This design comes from an exercise in tuning for small area, a short achievable clock period and few clock cycles per item on the open sky130 flow, not from production work.
Where RTL was checked, it was by simulation tests only, not by an equivalence proof against the original.
Power is estimated from default activity; no workload was simulated.

Design SME, start of the top module:
module SME(clk,reset,chardata,isstring,ispattern,valid,match,match_index);
integer i;
input clk;
input reset;
input [7:0] chardata;
input isstring;
input ispattern;
output reg match;
output reg [4:0] match_index;
output reg valid;
reg  [6:0]  s [0:31];
reg  [31:0] v;
reg  [31:0] D;
reg  [4:0]  q;
reg  [1:0]  Xh;       
reg  [2:0]  Xl;       
reg  [3:0]  Hgt;      
reg  [3:0]  Heq;      
reg  [7:0]  Lge;      
reg         isstring_R, ispattern_R, pwc;
wire [6:0] c         = chardata[6:0];
wire       newstring = isstring & ~isstring_R;
wire       isdot     = (c == 7'h2E);
wire       isdollar  = (c == 7'h24);
wire       iscaret   = (c == 7'h5E);
wire       init      = ~ispattern_R | pwc;    
function [15:0] xtab;    
	input [4:0] x;
	integer k;
	begin
		for (k = 0; k < 4; k = k + 1) begin
			xtab[k] = (k > x[4:3]);
			xtab[4 + k] = (k == x[4:3]);
		end
		for (k = 0; k < 8; k = k + 1) begin
			xtab[8 + k] = (k >= x[2:0]);
		end
	end
endfunction
wire [31:0] first, sp, M, Dn;
genvar g;
generate
for (g = 0; g < 32; g = g + 1) begin : pos
	localparam integer N = (g + 1) % 32;
	assign first[g] = (q == (g + 31) % 32);
	assign sp[g]    = ~s[g][6] & ~|s[g][4:0];
  ...
Size in the first run: about 320 flip-flops, ~19 I/O pins, about 13000 um^2 of cells after synthesis.
clock: 7.0 ns
lec_check: 0
cap_margin: 20
core_margin: 2
core_utilization: 40
cts_buf_list: sky130_fd_sc_hd__clkbuf_16
cts_cluster_diameter: 90
cts_cluster_size: 28
setup_slack_margin: 4.6
slew_margin: 20
synth_hierarchical: 1
synth_minimum_keep_size: 0
tns_end_percent: 5
standard.sh (not shown) runs the stock make flow with config.mk's settings and CLKGATE_MAP_FILE= SYNTH_SCRIPT=/design/flow/synth_recipe.tcl, a recipe that flattens the netlist after the stock synthesis.
==> flow/flow/run.sh <==
#!/bin/bash
set -euo pipefail
here=$(pwd)
dont_use=$(tr -s ' \n' ' ' < "$here/flow/dont_use.txt")
bash "$here/standard.sh" "DONT_USE_CELLS=$dont_use" finish > "$here/standard.log" 2>&1
==> flow/flow/dont_use.txt <==
 sky130_fd_sc_hd__probe_p_8 sky130_fd_sc_hd__probec_p_8 sky130_fd_sc_hd__lpflow_bleeder_1 sky130_fd_sc_hd__lpflow_clkbufkapwr_1 sky130_fd_sc_hd__lpflow_clkbufkapwr_16 sky130_fd_sc_hd__lpflow_clkbufkapwr_2 sky130_fd_sc_hd__lpflow_clkbufkapwr_4 sky130_fd_sc_hd__lpflow_clkbufkapwr_8 sky130_fd_sc_hd__lpflow_clkinvkapwr_1 sky130_fd_sc_hd__lpflow_clkinvkapwr_16 sky130_fd_sc_hd__lpflow_clkinvkapwr_2 sky130_fd_sc_hd__lpflow_clkinvkapwr_4 sky130_fd_sc_hd__lpflow_clkinvkapwr_8 sky130_fd_sc_hd__lpflow_decapkapwr_12 sky130_fd_sc_hd__lpflow_decapkapwr_3 sky130_fd_sc_hd__lpflow_decapkapwr_4 sky130_fd_sc_hd__lpflow_decapkapwr_6 sky130_fd_sc_hd__lpflow_decapkapwr_8 sky130_fd_sc_hd__lpflow_inputiso0n_1 sky130_fd_sc_hd__lpflow_inputiso0p_1 sky130_fd_sc_hd__lpflow_inputiso1n_1 sky130_fd_sc_hd__lpflow_inputiso1p_1 sky130_fd_sc_hd__lpflow_inputisolatch_1 sky130_fd_sc_hd__lpflow_isobufsrc_1 sky130_fd_sc_hd__lpflow_isobufsrc_16 sky130_fd_sc_hd__lpflow_isobufsrc_2 sky130_fd_sc_hd__lpflow_isobufsrc_4 sky130_fd_sc_hd__lpflow_isobufsrc_8 sky130_fd_sc_hd__lpflow_isobufsrckapwr_16 sky130_fd_sc_hd__lpflow_lsbuf_lh_hl_isowell_tap_1 sky130_fd_sc_hd__lpflow_lsbuf_lh_hl_isowell_tap_2 sky130_fd_sc_hd__lpflow_lsbuf_lh_hl_isowell_tap_4 sky130_fd_sc_hd__lpflow_lsbuf_lh_isowell_4 sky130_fd_sc_hd__lpflow_lsbuf_lh_isowell_tap_1 sky130_fd_sc_hd__lpflow_lsbuf_lh_isowell_tap_2 sky130_fd_sc_hd__lpflow_lsbuf_lh_isowell_tap_4 # # Define fill cells export FILL_CELLS ?= sky130_fd_sc_hd__fill_1 sky130_fd_sc_hd__fill_2 sky130_fd_sc_hd__fill_4 sky130_fd_sc_hd__fill_8   sky130_fd_sc_hd__or3_1 sky130_fd_sc_hd__or3_2 sky130_fd_sc_hd__or3_4 sky130_fd_sc_hd__or3b_1 sky130_fd_sc_hd__or3b_2 sky130_fd_sc_hd__or3b_4 sky130_fd_sc_hd__or4_1 sky130_fd_sc_hd__or4_2 sky130_fd_sc_hd__or4_4 sky130_fd_sc_hd__or4b_1 sky130_fd_sc_hd__or4b_2 sky130_fd_sc_hd__or4b_4 sky130_fd_sc_hd__or4bb_1 sky130_fd_sc_hd__or4bb_2 sky130_fd_sc_hd__or4bb_4 sky130_fd_sc_hd__mux4_1 sky130_fd_sc_hd__mux4_2 sky130_fd_sc_hd__mux4_4 sky130_fd_sc_hd__clkdlybuf4s15_1 sky130_fd_sc_hd__clkdlybuf4s15_2 sky130_fd_sc_hd__clkdlybuf4s18_1 sky130_fd_sc_hd__clkdlybuf4s18_2 sky130_fd_sc_hd__clkdlybuf4s25_1 sky130_fd_sc_hd__clkdlybuf4s25_2 sky130_fd_sc_hd__clkdlybuf4s50_1 sky130_fd_sc_hd__clkdlybuf4s50_2
Testbench counts at the start, summed over its fixed seeds: cycles 12,684, queries 1,536.
Rerun with:
ABC_AREA = 1   (was default)
Effect:
- clock-buffer cell count stays the same
- worst setup slack improved by 28 ps
- utilization came out lower by 0.61 points
- sequential share of layout area came out lower by 5.5 points
- cell area came out higher by 14%
- synthesized cell count came out higher by 83%
- wire length came out higher by 33%
Rerun with:
ABC_AREA = default   (was 1)
TNS_END_PERCENT = 1   (was 5)
Effect:
- The new run went through all stages and came out clean
- worst setup slack degrades by 36 ps
- final cell count fell by well over a third
- clock-buffer cell count does not change
Rerun with:
CTS_BUF_LIST = sky130_fd_sc_hd__clkbuf_4 sky130_fd_sc_hd__clkbuf_8   (was sky130_fd_sc_hd__clkbuf_16)
CTS_CLUSTER_DIAMETER = default   (was 90)
CTS_CLUSTER_SIZE = default   (was 28)
TNS_END_PERCENT = 5   (was 1)
Setup slack gets better by 53 ps; wire length is higher by 3.0%; sequential power is about the same; clock skew fell by 4.1 ps; area after synthesis is unchanged; non-clock buffer count increases by 1; register-to-register slack improves by 60 ps; final cell count rose by 4.0%.

* * *

SME, a different RTL version from the one above (not shown whole).
For scale: ~1300 cells after synthesis, about 320 flip-flops, ~19 I/O pins.
Settings: LEC_CHECK=0, CAP_MARGIN=20, CORE_MARGIN=2, CORE_UTILIZATION=40, CTS_BUF_LIST=sky130_fd_sc_hd__clkbuf_4 sky130_fd_sc_hd__clkbuf_8, SETUP_SLACK_MARGIN=4.6, SLEW_MARGIN=20, TNS_END_PERCENT=30; clock period 7.0 ns.
run.sh (not shown) runs the stock make flow with config.mk's settings and CLKGATE_MAP_FILE= SYNTH_SCRIPT=/design/flow/synth_recipe.tcl, a recipe that flattens the netlist after the stock synthesis.
Stock flow here: none of the scripts above is used.
The baseline finished clean.
Change:
--- a/flow/config.mk
+++ b/flow/config.mk
@@ -9,6 +9,7 @@
 export CORE_MARGIN = 2
-export CORE_UTILIZATION = 40
+export CORE_UTILIZATION = 55
 export CTS_BUF_LIST = sky130_fd_sc_hd__clkbuf_4 sky130_fd_sc_hd__clkbuf_8
+export PLACE_DENSITY = 0.75
 export SETUP_SLACK_MARGIN = 4.6
 export SLEW_MARGIN = 20
-export TNS_END_PERCENT = 30
+export TNS_END_PERCENT = 5
=> Via count rises by 2.3%; power rises by 1.5%; first-iteration DRC count rises by 31%; global-route usage rose by 4.5 points; worst hold slack gains 7.9 ps; final area falls by 5.2%.
Change:
--- a/flow/config.mk
+++ b/flow/config.mk
@@ -9,5 +9,4 @@
 export CORE_MARGIN = 2
-export CORE_UTILIZATION = 55
+export CORE_UTILIZATION = 40
 export CTS_BUF_LIST = sky130_fd_sc_hd__clkbuf_4 sky130_fd_sc_hd__clkbuf_8
-export PLACE_DENSITY = 0.75
 export SETUP_SLACK_MARGIN = 4.6
The new run passed the timing, DRC and antenna checks.
Core utilization shrinks by 18 points.
Wire length shrinks by 1.7%.
Design area is about the same.
Change:
--- a/flow/config.mk
+++ b/flow/config.mk
@@ -13,2 +13 @@
 export SLEW_MARGIN = 20
-export TNS_END_PERCENT = 5
Area after synthesis stays the same.
Cell count increases by 0.70%.
Worst setup slack is better by 45 ps.
Combinational power climbs by 15%.
Wire length climbs by 13%.
Critical path depth does not change.
No run of this note included a check of the RTL's function; only the layout flow was run.

* * *

== build 24 ==
Another version of the RTL of SME (not shown whole).
Size: ~1300 cells after synthesis.
make LEC_CHECK=0 ABC_CLOCK_PERIOD_IN_PS=3000 CAP_MARGIN=20 CORE_MARGIN=2 CORE_UTILIZATION=40 CTS_BUF_LIST='sky130_fd_sc_hd__clkbuf_4 sky130_fd_sc_hd__clkbuf_8' SETUP_SLACK_MARGIN=4.6 SLEW_MARGIN=20 TNS_END_PERCENT=5 finish   # period 7.0 ns
Testbench counts of build 24, summed over its fixed seeds: cycles 12,684, queries 1,536.
diff inputs: build 24 => build 20
- swapping 40 for 55 in CORE_UTILIZATION
- clearing ABC_CLOCK_PERIOD_IN_PS, which used to be 3000
- clearing TNS_END_PERCENT, which used to be 5
Notes after the runs:
Of build 20 and build 24, it is build 20 that has the higher worst setup slack.
Global placement routability congestion: build 20 vs build 24 up 3.4%
On area of placed instances, build 24 tracks build 20 almost exactly.
On build 20: initial core utilization is 16 points higher than what build 24 gave.
When the final numbers for build 24 and build 20 were put side by side, the minimum period implied by the final worst setup slack turned out to be smaller in build 20.
Against build 24, TritonCTS buffer count in build 20 fell slightly.
Relative to build 24, build 20 degrades power in the clock group.
From build 24 to build 20 the numbers moved as follows: wire length picked up an extra 1.7%, multi-input combinational cell count neither gained nor lost much.
The first-pass GRT wire length of build 20 exceeds that of build 24 by about 2%.
Build 24 reports its uppermost signal routing layer after detailed routing as met5 while build 20 reports met4.
#### Input delta (build 44 over build 20)
- changing SETUP_SLACK_MARGIN from 4.6 to 4.2
- changing CORE_UTILIZATION from 55 to 40
- removing CTS_BUF_LIST (formerly sky130_fd_sc_hd__clkbuf_4 sky130_fd_sc_hd__clkbuf_8)
Results
- Diff build 20 -> build 44: largest fanout of any net on the critical path down 1, total wirelength of the detailed-routed design down about 11%, vias after detailed routing down 393, part of the total power dissipated in sequential elements flat.
- Build 44 has less setup slack than build 20.
- Total of plain and repair buffers excluding clock buffers (build 44 / build 20): 0.72

* * *

## build 15
RTL: one of the versions met above, not the one the previous note started from.
Size in the first run: roughly 320 flip-flops, about 19 I/O pins.
==> flow/config.mk <==
export PLATFORM = sky130hd
export DESIGN_NAME = SME
export DESIGN_NICKNAME = SME
export VERILOG_FILES = /design/flow/design.v
export SDC_FILE = /design/flow/constraint.sdc
export NUM_CORES = 4
export LEC_CHECK = 0
export CAP_MARGIN = 20
export CORE_MARGIN = 2
export CORE_UTILIZATION = 40
export CTS_BUF_LIST = sky130_fd_sc_hd__clkbuf_8 sky130_fd_sc_hd__clkbuf_16
export CTS_CLUSTER_DIAMETER = 60
export CTS_CLUSTER_SIZE = 25
export SETUP_SLACK_MARGIN = 4.6
export SLEW_MARGIN = 20
export SYNTH_HIERARCHICAL = 1
export SYNTH_MINIMUM_KEEP_SIZE = 0
export TNS_END_PERCENT = 15
==> flow/constraint.sdc <==
create_clock -name core_clock -period 7.0 [get_ports {clk}]
set_input_delay 1.4000 -clock core_clock [delete_from_list [all_inputs] [get_ports {clk}]]
set_output_delay 1.4000 -clock core_clock [all_outputs]
set_load 0.01 [all_outputs]
standard.sh (not shown) runs the stock make flow with config.mk's settings and CLKGATE_MAP_FILE= SYNTH_SCRIPT=/design/flow/synth_recipe.tcl, a recipe that flattens the netlist after the stock synthesis.
Scripts as last shown in full above: flow/flow/run.sh, flow/flow/dont_use.txt
Build 15 completed; timing, DRC and antenna clean
Testbench counts of build 15, summed over its fixed seeds: cycles 12,684, queries 1,536.
Edits applied to the flow inputs when going from build 15 to build 53:
--- a/flow/config.mk
+++ b/flow/config.mk
@@ -9,10 +9,10 @@
 export CORE_MARGIN = 2
 export CORE_UTILIZATION = 40
-export CTS_BUF_LIST = sky130_fd_sc_hd__clkbuf_8 sky130_fd_sc_hd__clkbuf_16
-export CTS_CLUSTER_DIAMETER = 60
-export CTS_CLUSTER_SIZE = 25
+export CTS_BUF_LIST = sky130_fd_sc_hd__clkbuf_16
+export CTS_CLUSTER_DIAMETER = 90
+export CTS_CLUSTER_SIZE = 28
 export SETUP_SLACK_MARGIN = 4.6
 export SLEW_MARGIN = 20
 export SYNTH_HIERARCHICAL = 1
 export SYNTH_MINIMUM_KEEP_SIZE = 0
-export TNS_END_PERCENT = 15
+export TNS_END_PERCENT = 5
--- outcome ---
As of build 53, placed wire-length estimate after detailed placement had risen slightly compared to build 15.
Re met1 routed wirelength after detailed routing: build 15 was higher than build 53.
After detailed routing, build 15 needs more wire than build 53.
Clock power share was lower in build 53 than in build 15.
Comparing build 15 and build 53, total via count in the routed design is lower on build 53.
Changes in build 6 relative to build 53:
==> flow/flow/dont_use.txt <==
 sky130_fd_sc_hd__probe_p_8 sky130_fd_sc_hd__probec_p_8 sky130_fd_sc_hd__lpflow_bleeder_1 sky130_fd_sc_hd__lpflow_clkbufkapwr_1 sky130_fd_sc_hd__lpflow_clkbufkapwr_16 sky130_fd_sc_hd__lpflow_clkbufkapwr_2 sky130_fd_sc_hd__lpflow_clkbufkapwr_4 sky130_fd_sc_hd__lpflow_clkbufkapwr_8 sky130_fd_sc_hd__lpflow_clkinvkapwr_1 sky130_fd_sc_hd__lpflow_clkinvkapwr_16 sky130_fd_sc_hd__lpflow_clkinvkapwr_2 sky130_fd_sc_hd__lpflow_clkinvkapwr_4 sky130_fd_sc_hd__lpflow_clkinvkapwr_8 sky130_fd_sc_hd__lpflow_decapkapwr_12 sky130_fd_sc_hd__lpflow_decapkapwr_3 sky130_fd_sc_hd__lpflow_decapkapwr_4 sky130_fd_sc_hd__lpflow_decapkapwr_6 sky130_fd_sc_hd__lpflow_decapkapwr_8 sky130_fd_sc_hd__lpflow_inputiso0n_1 sky130_fd_sc_hd__lpflow_inputiso0p_1 sky130_fd_sc_hd__lpflow_inputiso1n_1 sky130_fd_sc_hd__lpflow_inputiso1p_1 sky130_fd_sc_hd__lpflow_inputisolatch_1 sky130_fd_sc_hd__lpflow_isobufsrc_1 sky130_fd_sc_hd__lpflow_isobufsrc_16 sky130_fd_sc_hd__lpflow_isobufsrc_2 sky130_fd_sc_hd__lpflow_isobufsrc_4 sky130_fd_sc_hd__lpflow_isobufsrc_8 sky130_fd_sc_hd__lpflow_isobufsrckapwr_16 sky130_fd_sc_hd__lpflow_lsbuf_lh_hl_isowell_tap_1 sky130_fd_sc_hd__lpflow_lsbuf_lh_hl_isowell_tap_2 sky130_fd_sc_hd__lpflow_lsbuf_lh_hl_isowell_tap_4 sky130_fd_sc_hd__lpflow_lsbuf_lh_isowell_4 sky130_fd_sc_hd__lpflow_lsbuf_lh_isowell_tap_1 sky130_fd_sc_hd__lpflow_lsbuf_lh_isowell_tap_2 sky130_fd_sc_hd__lpflow_lsbuf_lh_isowell_tap_4 # # Define fill cells export FILL_CELLS ?= sky130_fd_sc_hd__fill_1 sky130_fd_sc_hd__fill_2 sky130_fd_sc_hd__fill_4 sky130_fd_sc_hd__fill_8   sky130_fd_sc_hd__or3_1 sky130_fd_sc_hd__or3_2 sky130_fd_sc_hd__or3_4 sky130_fd_sc_hd__or3b_1 sky130_fd_sc_hd__or3b_2 sky130_fd_sc_hd__or3b_4 sky130_fd_sc_hd__or4_1 sky130_fd_sc_hd__or4_2 sky130_fd_sc_hd__or4_4 sky130_fd_sc_hd__or4b_1 sky130_fd_sc_hd__or4b_2 sky130_fd_sc_hd__or4b_4 sky130_fd_sc_hd__or4bb_1 sky130_fd_sc_hd__or4bb_2 sky130_fd_sc_hd__or4bb_4 sky130_fd_sc_hd__mux4_1 sky130_fd_sc_hd__mux4_2 sky130_fd_sc_hd__mux4_4 sky130_fd_sc_hd__clkdlybuf4s15_1 sky130_fd_sc_hd__clkdlybuf4s15_2 sky130_fd_sc_hd__clkdlybuf4s18_1 sky130_fd_sc_hd__clkdlybuf4s18_2 sky130_fd_sc_hd__clkdlybuf4s25_1 sky130_fd_sc_hd__clkdlybuf4s25_2 sky130_fd_sc_hd__clkdlybuf4s50_1 sky130_fd_sc_hd__clkdlybuf4s50_2
 sky130_fd_sc_hd__buf_1 sky130_fd_sc_hd__clkbuf_1
--- a/flow/config.mk
+++ b/flow/config.mk
@@ -9,7 +9,7 @@
 export CORE_MARGIN = 2
 export CORE_UTILIZATION = 40
-export CTS_BUF_LIST = sky130_fd_sc_hd__clkbuf_16
-export CTS_CLUSTER_DIAMETER = 90
-export CTS_CLUSTER_SIZE = 28
+export CTS_BUF_LIST = sky130_fd_sc_hd__clkbuf_8 sky130_fd_sc_hd__clkbuf_16
+export CTS_CLUSTER_DIAMETER = 60
+export CTS_CLUSTER_SIZE = 25
 export SETUP_SLACK_MARGIN = 4.6
 export SLEW_MARGIN = 20
==> results.txt <==
- Build 6 | ERROR | synthesis (1_2_yosys)
Input changes introduced in build 22 (baseline for comparison: build 6):
==> flow/flow/dont_use.txt <==
 sky130_fd_sc_hd__probe_p_8 sky130_fd_sc_hd__probec_p_8 sky130_fd_sc_hd__lpflow_bleeder_1 sky130_fd_sc_hd__lpflow_clkbufkapwr_1 sky130_fd_sc_hd__lpflow_clkbufkapwr_16 sky130_fd_sc_hd__lpflow_clkbufkapwr_2 sky130_fd_sc_hd__lpflow_clkbufkapwr_4 sky130_fd_sc_hd__lpflow_clkbufkapwr_8 sky130_fd_sc_hd__lpflow_clkinvkapwr_1 sky130_fd_sc_hd__lpflow_clkinvkapwr_16 sky130_fd_sc_hd__lpflow_clkinvkapwr_2 sky130_fd_sc_hd__lpflow_clkinvkapwr_4 sky130_fd_sc_hd__lpflow_clkinvkapwr_8 sky130_fd_sc_hd__lpflow_decapkapwr_12 sky130_fd_sc_hd__lpflow_decapkapwr_3 sky130_fd_sc_hd__lpflow_decapkapwr_4 sky130_fd_sc_hd__lpflow_decapkapwr_6 sky130_fd_sc_hd__lpflow_decapkapwr_8 sky130_fd_sc_hd__lpflow_inputiso0n_1 sky130_fd_sc_hd__lpflow_inputiso0p_1 sky130_fd_sc_hd__lpflow_inputiso1n_1 sky130_fd_sc_hd__lpflow_inputiso1p_1 sky130_fd_sc_hd__lpflow_inputisolatch_1 sky130_fd_sc_hd__lpflow_isobufsrc_1 sky130_fd_sc_hd__lpflow_isobufsrc_16 sky130_fd_sc_hd__lpflow_isobufsrc_2 sky130_fd_sc_hd__lpflow_isobufsrc_4 sky130_fd_sc_hd__lpflow_isobufsrc_8 sky130_fd_sc_hd__lpflow_isobufsrckapwr_16 sky130_fd_sc_hd__lpflow_lsbuf_lh_hl_isowell_tap_1 sky130_fd_sc_hd__lpflow_lsbuf_lh_hl_isowell_tap_2 sky130_fd_sc_hd__lpflow_lsbuf_lh_hl_isowell_tap_4 sky130_fd_sc_hd__lpflow_lsbuf_lh_isowell_4 sky130_fd_sc_hd__lpflow_lsbuf_lh_isowell_tap_1 sky130_fd_sc_hd__lpflow_lsbuf_lh_isowell_tap_2 sky130_fd_sc_hd__lpflow_lsbuf_lh_isowell_tap_4 # # Define fill cells export FILL_CELLS ?= sky130_fd_sc_hd__fill_1 sky130_fd_sc_hd__fill_2 sky130_fd_sc_hd__fill_4 sky130_fd_sc_hd__fill_8   sky130_fd_sc_hd__or3_1 sky130_fd_sc_hd__or3_2 sky130_fd_sc_hd__or3_4 sky130_fd_sc_hd__or3b_1 sky130_fd_sc_hd__or3b_2 sky130_fd_sc_hd__or3b_4 sky130_fd_sc_hd__or4_1 sky130_fd_sc_hd__or4_2 sky130_fd_sc_hd__or4_4 sky130_fd_sc_hd__or4b_1 sky130_fd_sc_hd__or4b_2 sky130_fd_sc_hd__or4b_4 sky130_fd_sc_hd__or4bb_1 sky130_fd_sc_hd__or4bb_2 sky130_fd_sc_hd__or4bb_4 sky130_fd_sc_hd__mux4_1 sky130_fd_sc_hd__mux4_2 sky130_fd_sc_hd__mux4_4 sky130_fd_sc_hd__clkdlybuf4s15_1 sky130_fd_sc_hd__clkdlybuf4s15_2 sky130_fd_sc_hd__clkdlybuf4s18_1 sky130_fd_sc_hd__clkdlybuf4s18_2 sky130_fd_sc_hd__clkdlybuf4s25_1 sky130_fd_sc_hd__clkdlybuf4s25_2 sky130_fd_sc_hd__clkdlybuf4s50_1 sky130_fd_sc_hd__clkdlybuf4s50_2
--- a/flow/config.mk
+++ b/flow/config.mk
@@ -8,8 +8,9 @@
 export CAP_MARGIN = 20
 export CORE_MARGIN = 2
-export CORE_UTILIZATION = 40
-export CTS_BUF_LIST = sky130_fd_sc_hd__clkbuf_8 sky130_fd_sc_hd__clkbuf_16
-export CTS_CLUSTER_DIAMETER = 60
-export CTS_CLUSTER_SIZE = 25
+export CORE_UTILIZATION = 55
+export CTS_BUF_LIST = sky130_fd_sc_hd__clkbuf_16
+export CTS_CLUSTER_DIAMETER = 90
+export CTS_CLUSTER_SIZE = 28
+export PLACE_DENSITY = 0.7
 export SETUP_SLACK_MARGIN = 4.6
 export SLEW_MARGIN = 20
==> results.txt <==
Build 22: all stages complete, timing, DRC and antenna checks passed
The inputs of build 71 differ from those of build 22 as listed below.
--- a/flow/config.mk
+++ b/flow/config.mk
@@ -8,10 +8,9 @@
 export CAP_MARGIN = 20
 export CORE_MARGIN = 2
-export CORE_UTILIZATION = 55
+export CORE_UTILIZATION = 40
 export CTS_BUF_LIST = sky130_fd_sc_hd__clkbuf_16
 export CTS_CLUSTER_DIAMETER = 90
 export CTS_CLUSTER_SIZE = 28
-export PLACE_DENSITY = 0.7
-export SETUP_SLACK_MARGIN = 4.6
+export SETUP_SLACK_MARGIN = 4.3
 export SLEW_MARGIN = 20
 export SYNTH_HIERARCHICAL = 1
==> comparison <==
- Build 71 ended with every stage complete and zero timing, DRC or antenna violations.
- Compared with build 22, in build 71 proportion of total power due to net switching rose by 0.88 points, met1 usage fell by 7.9 points, multi-input combinational cell area rose by 0.61%, final critical-path setup slack fell by 150 ps.
- Summary of build 71 over build 22: clock-buffer cell count went up; area of all placed cells without fillers went up; non-clock buffer instance count of the final layout went up.

-- what the ideal ports hide --
Ports are ideal in the flow. The routed layouts listed here were re-timed in OpenROAD.
Step 1 sets driving cells, clkbuf_16 on the clock port and buf_2 on the other inputs (assumed; they add their load-dependent delay and slew).
Step 2 adds t to the input delays and takes it off the output delays; t is the mean of the earliest and latest rising clock arrival at the registers after step 1. Input paths then give back, and output paths get back, about the clock's delay inside the block.
Three values: ideal ports, drivers, drivers and shift; two values: the first two.
run | t (ns) | slack for setup (ns) | slew at the worst register clock pin (ns) | worst data-port slew with drivers (ns)
the first run of note 1 | 0.555 | 4.339 / 4.339 / 3.934 | 0.11 / 0.11 | 0.06
the second run of note 1 | 0.567 | 4.366 / 4.366 / 3.918 | 0.11 / 0.11 | 0.07
the third run of note 1 | 0.553 | 4.331 / 4.331 / 3.812 | 0.11 / 0.11 | 0.06
the fourth run of note 1 | 0.616 | 4.383 / 4.387 / 3.791 | 0.06 / 0.06 | 0.06
the first run of note 2 | 0.633 | 3.785 / 3.785 / 3.705 | 0.07 / 0.07 | 0.19
the second run of note 2 | 0.601 | 3.777 / 3.777 / 3.492 | 0.07 / 0.07 | 0.06
the third run of note 2 | 0.615 | 3.796 / 3.796 / 3.419 | 0.06 / 0.06 | 0.05
the fourth run of note 2 | 0.650 | 3.841 / 3.841 / 3.841 | 0.07 / 0.07 | 0.06
build 24 | 0.627 | 3.829 / 3.829 / 3.681 | 0.07 / 0.07 | 0.06
build 20 | 0.617 | 3.836 / 3.836 / 3.836 | 0.08 / 0.08 | 0.06
build 44 | 0.553 | 3.758 / 3.758 / 3.753 | 0.07 / 0.07 | 0.03
build 15 | 0.595 | 4.294 / 4.294 / 3.917 | 0.10 / 0.10 | 0.06
build 53 | 0.555 | 4.339 / 4.339 / 3.934 | 0.11 / 0.11 | 0.06
build 22 | 0.544 | 4.341 / 4.341 / 3.915 | 0.11 / 0.11 | 0.05
build 71 | 0.558 | 4.192 / 4.218 / 3.659 | 0.11 / 0.11 | 0.03
After both steps every run listed still meets setup and hold. For the fourth run of note 1, which loses most, drivers alone change the setup slack by +0.004 ns; drivers and shift together by -0.592 ns.
